From an optimization exercise on the open Yosys and OpenROAD flow, aimed at small area; shortcuts taken in it are not production practice. Only simulation tests tie the RTL to the original design; equivalence was not proved. No driver is modelled on the clock port, so clock power and skew are understated where the tree is cut down; a real chip needs a root buffer or a tree. Power is estimated from default activity; no workload was simulated.

Design Morse_IP, start of the top module:
module Morse_IP
#(
    parameter DOT_TIME = 25_000,
    parameter WAIT_TIME = 50_000
) (
    input clk,
    input reset_n,
    input write,
    input read,
    input [1:0] address,
    input [31:0] writedata,
    output [7:0] readdata,        
    input [7:0] inital,
    input MODE,
    output reg [7:0] ascii_out,
    output reg dot_t,
    output reg wait_t
);
    reg [4:0] morse_code;
    reg [2:0] length;
    reg [1:0] signal;
    reg [6:0] rdata;              
    assign readdata = {1'b0, rdata};
    wire wr0 = write && address == 2'd0;
    wire clear = !signal[1] || (wr0 && !writedata[1]);
    always @(posedge clk or negedge reset_n) begin
        if (!reset_n) begin
            rdata <= 7'b0;
            signal[1] <= 1'b0;
        end else begin
            if (read) begin
                case (address)
                    2'd0: rdata <= {6'b0, MODE};
                    2'd1: rdata <= {2'b0, morse_code};
                    2'd2: rdata <= {4'b0, length};
                    default: rdata <= ascii_out[6:0];
                endcase
            end
            if (wr0)
                signal[1] <= writedata[1];
        end
    end
    always @(posedge clk)
        if (wr0)
            signal[0] <= writedata[0];
    reg [14:0] dot_cnt;
    wire dot_cnt_end = (dot_cnt & 15'd32631) == 15'd5232;
    wire [14:0] dot_cnt_next = {dot_cnt[13:0], ~(dot_cnt[14] ^ dot_cnt[6])} ^ ({15{dot_cnt_end}} & 15'd16);
    always @(posedge clk or negedge reset_n) begin
        if (!reset_n) begin
            dot_cnt <= 15'd10464;
            dot_t <= 1'b0;
        end else begin
            dot_cnt <= dot_cnt_next;
            dot_t <= dot_t ^ dot_cnt_end;
        end
    end
    reg [15:0] wait_cnt;
    wire wait_cnt_end = (wait_cnt & 16'd65533) == 16'd19353;
  ...
Size: roughly 68 flip-flops, about 65 I/O pins, ~2700 um2 of cells after synthesis.
clock: 10.0 ns
lec_check: 0
cap_margin: 20
core_margin: 2
core_utilization: 40
slew_margin: 20
standard.sh (not shown) runs the stock make flow with config.mk's settings and CLKGATE_MAP_FILE= SYNTH_SCRIPT=/design/flow/synth_recipe.tcl, a recipe that flattens the netlist after the stock synthesis.
==> flow/flow/run.sh <==
#!/bin/bash
# The standard layout (standard.sh), with these changes:
#  - the port buffers are sky130_fd_sc_hd__buf_1 instead of the resizer's default;
#  - synthesis leaves adders to abc (ADDER_MAP_FILE empty): Yosys's extract_fa
#    otherwise turns two-input AND/XOR pairs of the decode logic into half-adder cells;
#  - abc maps the logic with an area script (flow/area.abc, through flow/my_synth.tcl,
#    which wraps synth_recipe.tcl) instead of ORFS's delay script; the registers and
#    every other synthesis step are the standard flow's.
# The make output is in standard.log; each ORFS step's log is under orfs/logs/.
set -euo pipefail
export BUFFER_PORTS_ARGS="-buffer_cell sky130_fd_sc_hd__buf_1"
export PRE_CTS_TCL="$PWD/flow/manual_cts.tcl"
B=sky130_fd_sc_hd__clkbuf
export MANUAL_CTS_CONFIGS="${B}_16:2 ${B}_8:4 ${B}_4:7 ${B}_4:8 ${B}_16:3 ${B}_8:5 ${B}_16:4 ${B}_16:5 ${B}_16:6"
export MANUAL_CTS_MAX_SLEW=0.12
export MANUAL_CTS_ROOT=${B}_4
export FLOW_SYNTH_TCL="$PWD/synth_recipe.tcl"
export MY_ABC_SCRIPT="$PWD/flow/area.abc"
bash standard.sh ADDER_MAP_FILE= SYNTH_SCRIPT="$PWD/flow/my_synth.tcl" finish > standard.log 2>&1
Other scripts of this flow, unchanged in this note and not shown: flow/flow/area.abc, flow/flow/manual_cts.tcl, flow/flow/my_synth.tcl
The first run ran to the end with no violations.
Rerun with:
--- a/flow/config.mk
+++ b/flow/config.mk
@@ -7,5 +7,5 @@
 export LEC_CHECK = 0
-export CAP_MARGIN = 20
+export CAP_MARGIN = 0
 export CORE_MARGIN = 2
 export CORE_UTILIZATION = 40
-export SLEW_MARGIN = 20
+export SLEW_MARGIN = 0
Effect: Sequential power hardly moves; maximum frequency stays the same; flip-flop and latch count is unchanged; routed wire length is unchanged; combinational power stays flat; power does not change; clock skew stays the same; worst setup slack does not change; utilization stays the same.
In every run of this note, the design's own scripts or RTL, not TritonCTS, make the clock network.

* * *

## main
Morse_IP, a different RTL version from the one above (not shown whole).
Size: roughly 330 cells after synthesis, roughly 68 flip-flops, ~65 I/O pins.
==> flow/design.v (excerpt) <==
module Morse_IP
#(
    parameter DOT_TIME = 25_000,
    parameter WAIT_TIME = 50_000
) (
    input clk,
    input reset_n,
    input write,
    input read,
    input [1:0] address,
    input [31:0] writedata,
    output [7:0] readdata,        
    input [7:0] inital,
    input MODE,
    output reg [7:0] ascii_out,
    output reg dot_t,
    output reg wait_t
);
clock: 10.0 ns
lec_check: 0
cap_margin: 20
core_margin: 2
core_utilization: 40
slew_margin: 20
==> flow/flow/run.sh <==
#!/bin/bash
# The standard layout (standard.sh), with two changes:
#  - the port buffers are sky130_fd_sc_hd__buf_1 instead of the resizer's default;
#  - clock_tree_synthesis is replaced (through the PRE_CTS_TCL hook) by a small
#    two-level tree built in flow/manual_cts.tcl: a root buffer driven by the clock
#    port feeds one buffer per group of nearby flip-flops.
set -euo pipefail
export BUFFER_PORTS_ARGS="-buffer_cell sky130_fd_sc_hd__buf_1"
export PRE_CTS_TCL="$PWD/flow/manual_cts.tcl"
export MANUAL_CTS_GROUPS=3
export MANUAL_CTS_LEAF=sky130_fd_sc_hd__clkbuf_16
export MANUAL_CTS_ROOT=sky130_fd_sc_hd__clkbuf_4
bash standard.sh > standard.log 2>&1
Other scripts of this flow, unchanged in this note and not shown: flow/flow/manual_cts.tcl
main went all the way through the flow, and no timing, DRC or antenna check failed.
For the feature branch, these inputs were changed with respect to main:
--- a/flow/flow/run.sh
+++ b/flow/flow/run.sh
@@ -5,3 +5,5 @@
 #    two-level tree built in flow/manual_cts.tcl: a root buffer driven by the clock
-#    port feeds one buffer per group of nearby flip-flops.
+#    port feeds one buffer per group of nearby flip-flops;
+#  - synthesis leaves adders to abc (ADDER_MAP_FILE empty): Yosys's extract_fa
+#    otherwise turns two-input AND/XOR pairs of the decode logic into half-adder cells.
 set -euo pipefail
@@ -12,2 +14,2 @@
 export MANUAL_CTS_ROOT=sky130_fd_sc_hd__clkbuf_4
-bash standard.sh > standard.log 2>&1
+bash standard.sh ADDER_MAP_FILE= finish > standard.log 2>&1
On setup slack, the lower figure sits with main, not the feature branch. Across both runs, sum of internal, switching and leakage power was lower for the feature branch than for main. Floorplan die height (the feature branch over main): decrease, about 3.4%. There was hardly any difference in fraction of the core area covered by cells at the end of the flow between main and the feature branch. Between the feature branch and main, it is the feature branch whose post-route standard cell area excluding fillers is lower, by about 6%. Delta (the feature branch minus main): number of global-route vias before repair went down about 2%, cell area after placement went down about 6.6%, first-iteration DRC count went down 65.
No run of this note takes its clock network from TritonCTS; it comes from the design's own scripts or RTL.

## what the ideal ports hide
Ports are ideal in the flow. The routed layouts listed here were re-timed in OpenROAD.
Step 1 sets driving cells, clkbuf_16 on the clock port and buf_2 on the other inputs (assumed; they add their load-dependent delay and slew).
Step 2 adds t to the input delays and takes it off the output delays; t is the mean of the earliest and latest rising clock arrival at the registers after step 1. Input paths then give back, and output paths get back, about the clock's delay inside the block.
Three values: ideal ports, drivers, drivers and shift; two values: the first two.
run | shift t [ns] | setup slack, ns | worst hold slack (ns) | worst slew at a driven data input, ns
the first run of note 1 | 0.213 | 5.491 / 5.432 / 5.454 | 0.367 / 0.367 / 0.367 | 0.03
the second run of note 1 | 0.213 | 5.491 / 5.432 / 5.454 | 0.367 / 0.367 / 0.367 | 0.03
main | 0.386 | 5.292 / 5.266 / 5.652 | 0.367 / 0.367 / 0.367 | 0.05
the feature branch | 0.397 | 5.511 / 5.485 / 5.882 | 0.356 / 0.356 / 0.356 | 0.04
After both steps setup and hold are still met in every run listed.
